Source: an optimization exercise on an open RTL-to-GDS flow (aim: small area and a short achievable clock period). Production flows keep margins and buffers that such runs may drop. No functional check of the RTL was part of any run shown here.

## flow/design.v (module list and top-level ports; edited modules follow where they fit)
// module hb_filter: 1888 lines
module hb_filter(input logic clk,
                 input logic reset_n,
                 input logic signed [15:0] x_in,
                 output logic signed [15:0] y_out);
  // ...
==> flow/flow/run.sh <==
#!/bin/bash
# Standard layout; synthesis skips Yosys's early "abc -fast" so that the full-adder
# trees written in the RTL reach extract_fa unchanged.
set -euo pipefail
bash standard.sh SYNTH_ARGS=-noabc finish > standard.log 2>&1
==> flow/standard.sh <==
#!/bin/bash
# synth_recipe.tcl (not shown) runs the flow's synth.tcl, then flattens the netlist and writes it again
# the make line also repeats each setting of config.mk as NAME=value (left out here)
make -C /OpenROAD-flow-scripts/flow DESIGN_CONFIG=/design/flow/config.mk WORK_HOME=/design/flow/orfs CLKGATE_MAP_FILE= SYNTH_SCRIPT=/design/flow/synth_recipe.tcl "${@:-finish}"
==> flow/config.mk <==
export PLATFORM = sky130hd
export DESIGN_NAME = hb_filter
export DESIGN_NICKNAME = hb_filter
export VERILOG_FILES = /design/flow/design.v
export SDC_FILE = /design/flow/constraint.sdc
export NUM_CORES = 4
export LEC_CHECK = 0
export CAP_MARGIN = 20
export CORE_MARGIN = 2
export CORE_UTILIZATION = 40
export SLEW_MARGIN = 20
==> flow/constraint.sdc <==
create_clock -name core_clock -period 16.0 [get_ports {clk}]
set_input_delay 3.2000 -clock core_clock [delete_from_list [all_inputs] [get_ports {clk}]]
set_output_delay 3.2000 -clock core_clock [all_outputs]
set_load 0.01 [all_outputs]
==> impl_results.md, run 1 <==
* Result of the run: complete, no violations
* Utilization after layout at between 40% and 50%
* Top post-synthesis cells by count: sky130_fd_sc_hd__fa_1, sky130_fd_sc_hd__dfrtp_1, sky130_fd_sc_hd__inv_1, sky130_fd_sc_hd__ha_1, sky130_fd_sc_hd__a21oi_1
* Diode insertion count for antenna repair at 0
* Worst hold slack at 336 ps
* Least-Margin Pin Slew at approximately 1300 ps
* Final standard cell count with taps included and fillers excluded at between 3000 and 4000
* Startpoint of the worst register-to-register path: taps[12][0]$_DFF_PN0_
* Multi-input gates at 1256
* Number of antenna violations at the first check in global routing at 0
* Post-synthesis compound-gate area fraction at 5.57%
* Critical path buffers and inverters at 5
* Worst-case clock skew at about 22 ps
* Top-level I/O count at 34
* Area added between synthesis and finish at 12.3%
* Core region area at 0.0732 mm2
* Max FO, Critical Path at 5
* TAP cells at around 960
* Rel. slew slack at about 14%
* Arrival time worst endpoint at roughly 9000 ps
* Iteration-0 DRC count of the detailed router at slightly above 1000
* Post-route DRC at 0
* Wire length of the first global-routing pass at around 120000 um
* Sequential fraction of the synthesis area at a little over 40%
* Endpoints failing hold at 0
* Warnings, synthesis at 2
* Synth Area in Simple Gates at between 3 and 4%
* Fraction of final layout cells sized beyond drive strength 1 at under 10%
* Busiest layer in global routing: met2
* Area fraction of clock buffers and clock inverters at under 10%
* Clock buffers created by TritonCTS at around 50
* Top register by number of flip-flops: taps
==> run 2, diff against run 1 <==
==> flow/flow/run.sh (replaced) <==
#!/bin/bash
# Standard layout; synthesis skips Yosys's early "abc -fast" so that the full-adder
# trees written in the RTL reach extract_fa unchanged; repair aims at a large setup margin.
set -euo pipefail
bash standard.sh SYNTH_ARGS=-noabc SETUP_SLACK_MARGIN=11 finish > standard.log 2>&1
==> run 2 against run 1 <==
Compared with the run above: critical path type unchanged; critical path depth down 5; sequential share of layout area decreased by 3.1 points; worst setup slack gained 1400 ps; maximum frequency is 20% higher; still clean; utilization is 4.3 points higher; first-iteration DRC count down 11%; via count rose by 3.3%.
==> impl_results.md, run 2 <==
* Result of the run: complete, no violations (unchanged)
* Reg2Reg Setup Slack at 8920 ps (was 7480 ps)
* Critical Path Max Stage Delay at 550 ps (was 670 ps)
* Top register by number of flip-flops: taps (unchanged)
* Path depth of the worst reg2reg path at 20 (was 25)
* Register bit total from synthesis at 492 (unchanged)
* Max frequency at 141 MHz (was 117 MHz)
* Number of buffers inserted for hold repair after clock tree synthesis at 0 (unchanged)
* Worst-case clock skew at 25.6 ps (was 22.0 ps)
* Number of H-tree levels at 2 (unchanged)
* Iteration-0 DRC count of the detailed router at 920 (was 1031)
* Element type at the critical path start: flip-flop (unchanged)
* Buffer cell driving the clock tree root: sky130_fd_sc_hd__clkbuf_16 (unchanged)
* Cell with the biggest individual delay on the critical path: sky130_fd_sc_hd__fa_1 (was sky130_fd_sc_hd__xnor2_1)
* Top post-synthesis cells by count: sky130_fd_sc_hd__fa_1, sky130_fd_sc_hd__dfrtp_1, sky130_fd_sc_hd__inv_1, sky130_fd_sc_hd__ha_1, sky130_fd_sc_hd__a21oi_1 (unchanged)
* Wire length of the first global-routing pass at 122000 um (was 116000 um)
* Core region area at 0.0732 mm2 (unchanged)
* Overall die height at 276 um (unchanged)
* Total track usage at 22.0% (was 20.7%)
* Routability Congestion at 0.891 (was 0.924)
* Post-Place Cell Area at 0.0322 mm2 (was 0.0316 mm2)
* Area added between synthesis and finish at 22.9% (was 12.3%)
* Total wire length at 78800 um (was 73200 um)
* Startpoint-to-endpoint class of the critical path: flip-flop to flip-flop (unchanged)
* Post-synthesis average cell area at 14.8 um2 (unchanged)
* Per-cell routed wire length at 24.3 um (was 23.3 um)
* Number of flip-flops in the largest register at 400 (unchanged)
* Synth Instances at 2007 (unchanged)
* Data required time at the worst endpoint at 16520 ps (was 16470 ps)
* Synth area leaders: sky130_fd_sc_hd__dfrtp_1, sky130_fd_sc_hd__fa_1, sky130_fd_sc_hd__ha_1 (unchanged)
* Final critical delay including setup and external delays at 7080 ps (was 8520 ps)
* Die Footprint at 0.0763 mm2 (unchanged)
* Count of different cell masters after synthesis at 65 (unchanged)
* Area share of the largest cell type after synthesis at 37.6% (unchanged)
* Routed Antenna Nets at 0 (unchanged)
* Width of the die at 276 um (unchanged)
* Maximum number of pins on one net before global-route repair at 105 (was 86)
* RSZ-0062 raised after global routing: yes (was no)
* Cell with the most instances after synthesis: sky130_fd_sc_hd__fa_1 (unchanged)
* Vias in the first global route at 18800 (was 18100)
* Fraction of final layout cells sized beyond drive strength 1 at 27.0% (was 7.47%)
* Sequential fraction of the synthesis area at 40.7% (unchanged)
* Post-route DRC at 0 (unchanged)
* Routed via count at 16100 (was 15600)
* Worst min-delay path endpoint: taps[23][12]$_DFF_PN0_ (was taps[23][10]$_DFF_PN0_)
* Rel. slew slack at 31.5% (was 14.3%)
* EDFF count, synth at 0 (unchanged)
* Cells traversed along the worst timing path: ha_4 > fa_2 > a211oi_4 > o211ai_1 > a31oi_2 > a21oi_4 > a311o_1 > a21oi_2 > xnor2_4 > fa_2 > fa_1 > fa_1 > fa_1 > fa_2 > fa_1 > inv_2 > fa_2 > fa_2 > fa_2 > inv_1
* Type of element capturing the critical path: flip-flop (unchanged)
* Dominant synthesized flop cell: sky130_fd_sc_hd__dfrtp_1 (unchanged)
* Clock input transition at the sequential cells of the worst setup and hold paths at 70 ps (was 60 ps)
* Arrival time worst endpoint at 7600 ps (was 9000 ps)
* Total negative setup slack at 0 ps (unchanged)
* # clock sinks at 492 (unchanged)
* Hold Crit Start: taps[22][12]$_DFF_PN0_ (was taps[22][10]$_DFF_PN0_)
* Via density per instance at 4.96 (about the same)
* Regs by FF count: taps (400), sreg1 (29), y_out (16) (unchanged)
* Max FO, Critical Path at 3 (was 5)
* Number of optimization iterations in the first detailed-route pass at 5 (was 6)
* Top-level I/O count at 34 (unchanged)
* Finished layout cell area at 0.0364 mm2 (was 0.0333 mm2)
* Warnings, synthesis at 2 (unchanged)
* Final setup fails at 0 (unchanged)
* Fraction of the cycle the final worst path needs at 44.3% (was 53.3%)
* Quantity of I/O buffers inserted on ports at 33 (unchanged)
* Class of the tightest hold or removal check: flip-flop to flip-flop (unchanged)
* Estimated wirelength of the detail-placed design at 61700 um (was 59900 um)
* Post-synthesis cell type with the largest combined area: sky130_fd_sc_hd__dfrtp_1 (unchanged)
* Combined area of all synthesized cells at 0.0296 mm2 (unchanged)
* Most frequent CP cell: sky130_fd_sc_hd__fa_2 (was sky130_fd_sc_hd__fa_1)
* Asr flop ratio synth at 90.4% (unchanged)
* Least-Margin Pin Slew at 1020 ps (was 1280 ps)
* Number of antenna violations at the first check in global routing at 4 (was 0)
* Number of maximum-capacitance constraint violations at 0 (unchanged)
* Worst-skew pair later-pin latency at 620 ps (was 600 ps)
* Worst R2R End: r0_20_0$_DFF_P_ (was r0_27_0$_DFF_P_)
* Net count after synthesis at 2734 (unchanged)
* Instance count along the most critical hold path at 0 (unchanged)
* Final number of max-transition violations at 0 (unchanged)
* Row count at 99 (unchanged)
* Final-stage net count at 2972 (was 2865)
* Number of inserted filler cells in the final layout at 6163 (was 6428)
* Maximum buffer depth of the clock tree at 3 (unchanged)
* Most used cells in the layout excluding fill and tap cells: sky130_fd_sc_hd__fa_1, sky130_fd_sc_hd__dfrtp_1, sky130_fd_sc_hd__inv_1, sky130_fd_sc_hd__ha_1, sky130_fd_sc_hd__buf_4 (was sky130_fd_sc_hd__fa_1, sky130_fd_sc_hd__dfrtp_1, sky130_fd_sc_hd__inv_1, sky130_fd_sc_hd__ha_1, sky130_fd_sc_hd__a21oi_1)
* Starting density of the core at 40.5% (unchanged)
* Total overflow reported by the global router at 0 (unchanged)
* CTS tree: built (unchanged)
* Endpoints failing hold at 0 (unchanged)
* Startpoint of the worst register-to-register path: taps[4][0]$_DFF_PN0_ (was taps[12][0]$_DFF_PN0_)
* Diode insertion count for antenna repair at 0 (unchanged)
* Clock buffers created by TritonCTS at 53 (was 51)
-- run 2: cell counts after synthesis --
Identical to the previous run, type by type.
-- run 2: layout make-up --
type,instances,area [um2],share of cell area (%)
clock inverters,25,442,1.21
repair buffers,186,1650,4.53
multi-input cells,1256,18600,51.0
well taps,959,1200,3.29
flip-flops and latches,492,12100,33.2
clock buffers,73,1510,4.15
inverters,256,961,2.64
-- run 2: worst max-delay path by stage --
| stage | depth (start not counted) | from | end |
|---|---|---|---|
| finish | 20 | taps[4][0]$_DFF_PN0_ | r0_20_0$_DFF_P_ |
| floorplan | 24 | taps[12][0]$_DFF_PN0_ | r0_27_0$_DFF_P_ |
| global route | 21 | taps[8][1]$_DFF_PN0_ | r0_27_0$_DFF_P_ |
| global placement | 24 | taps[12][0]$_DFF_PN0_ | r0_27_0$_DFF_P_ |
| CTS | 23 | taps[6][0]$_DFF_PN0_ | r0_27_0$_DFF_P_ |
| detailed placement | 21 | taps[8][1]$_DFF_PN0_ | r0_27_0$_DFF_P_ |
-- run 2: critical path: cells and delay by family, from the launching register on --
family	cells	cell delay (ps)
adders and majority gates	11	4670
AOI/OAI and AO/OA	6	1630
DFF	1	410
xor gates and xnor gates	1	170
buffers and inverters	2	80
-- run 2: routing by layer --
layer,GRT usage (%),wire length [um]
met1,30.2,33900
met5,0,27
met2,35.8,38300
met3,3.91,3750
met4,7.02,2840
-- run 2: stage by stage --
| stage | worst slack [ps] | cells | utilization (%) | hold slack [ps] |
|---|---|---|---|---|
| detailed placement | 8340 | 3026 | 44.0 | 335 |
| global placement | 8370 | 3026 | 44.0 | 332 |
| floorplan | 9150 | 2007 | - | 331 |
| finish | 8920 | 3247 | 49.8 | 342 |
| CTS | 8790 | 3197 | 48.7 | 348 |
| global route | 8690 | 3247 | 49.8 | 353 |
-- run 2: logic make-up after synthesis --
group	share of synthesized area (%)
fa+ha+maj	43.8
xor+xnor	3.43
simple gates	3.02
buf+inv	3.28
mux	0.135
flops	40.7
compound gates	5.57
-- run 2: repair_timing --
item | 4_1_cts | 5_1_grt
pin swaps | 91 | 93
setup endpoints to repair | 144 | 219
buffers inserted | 73 | 50
gates resized for setup | 189 | 82

## re-timing with driven ports
Ports are ideal in the flow. The routed layouts listed here were re-timed in OpenROAD. Step 1 assumes that a clkbuf_16 drives the clock port and a buf_2 every other input. Step 2 moves the port delays by t, midway between the first and last clock arrival at a register: inputs arrive t later, outputs are due t later. That takes back most of the time a late clock gives input paths. Slacks: ideal / step 1 / step 2; pairs: ideal / step 1.
| run | t (ns) | slack for setup (ns) | hold slack, ns | worst register clock-pin slew, ns |
|---|---|---|---|---|
| run 1 | 0.655 | 7.475 / 7.475 / 7.475 | 0.336 / 0.336 / 0.336 | 0.07 / 0.07 |
| run 2 | 0.666 | 8.918 / 8.918 / 8.918 | 0.342 / 0.342 / 0.342 | 0.07 / 0.07 |
After both steps setup and hold are still met in every run listed.
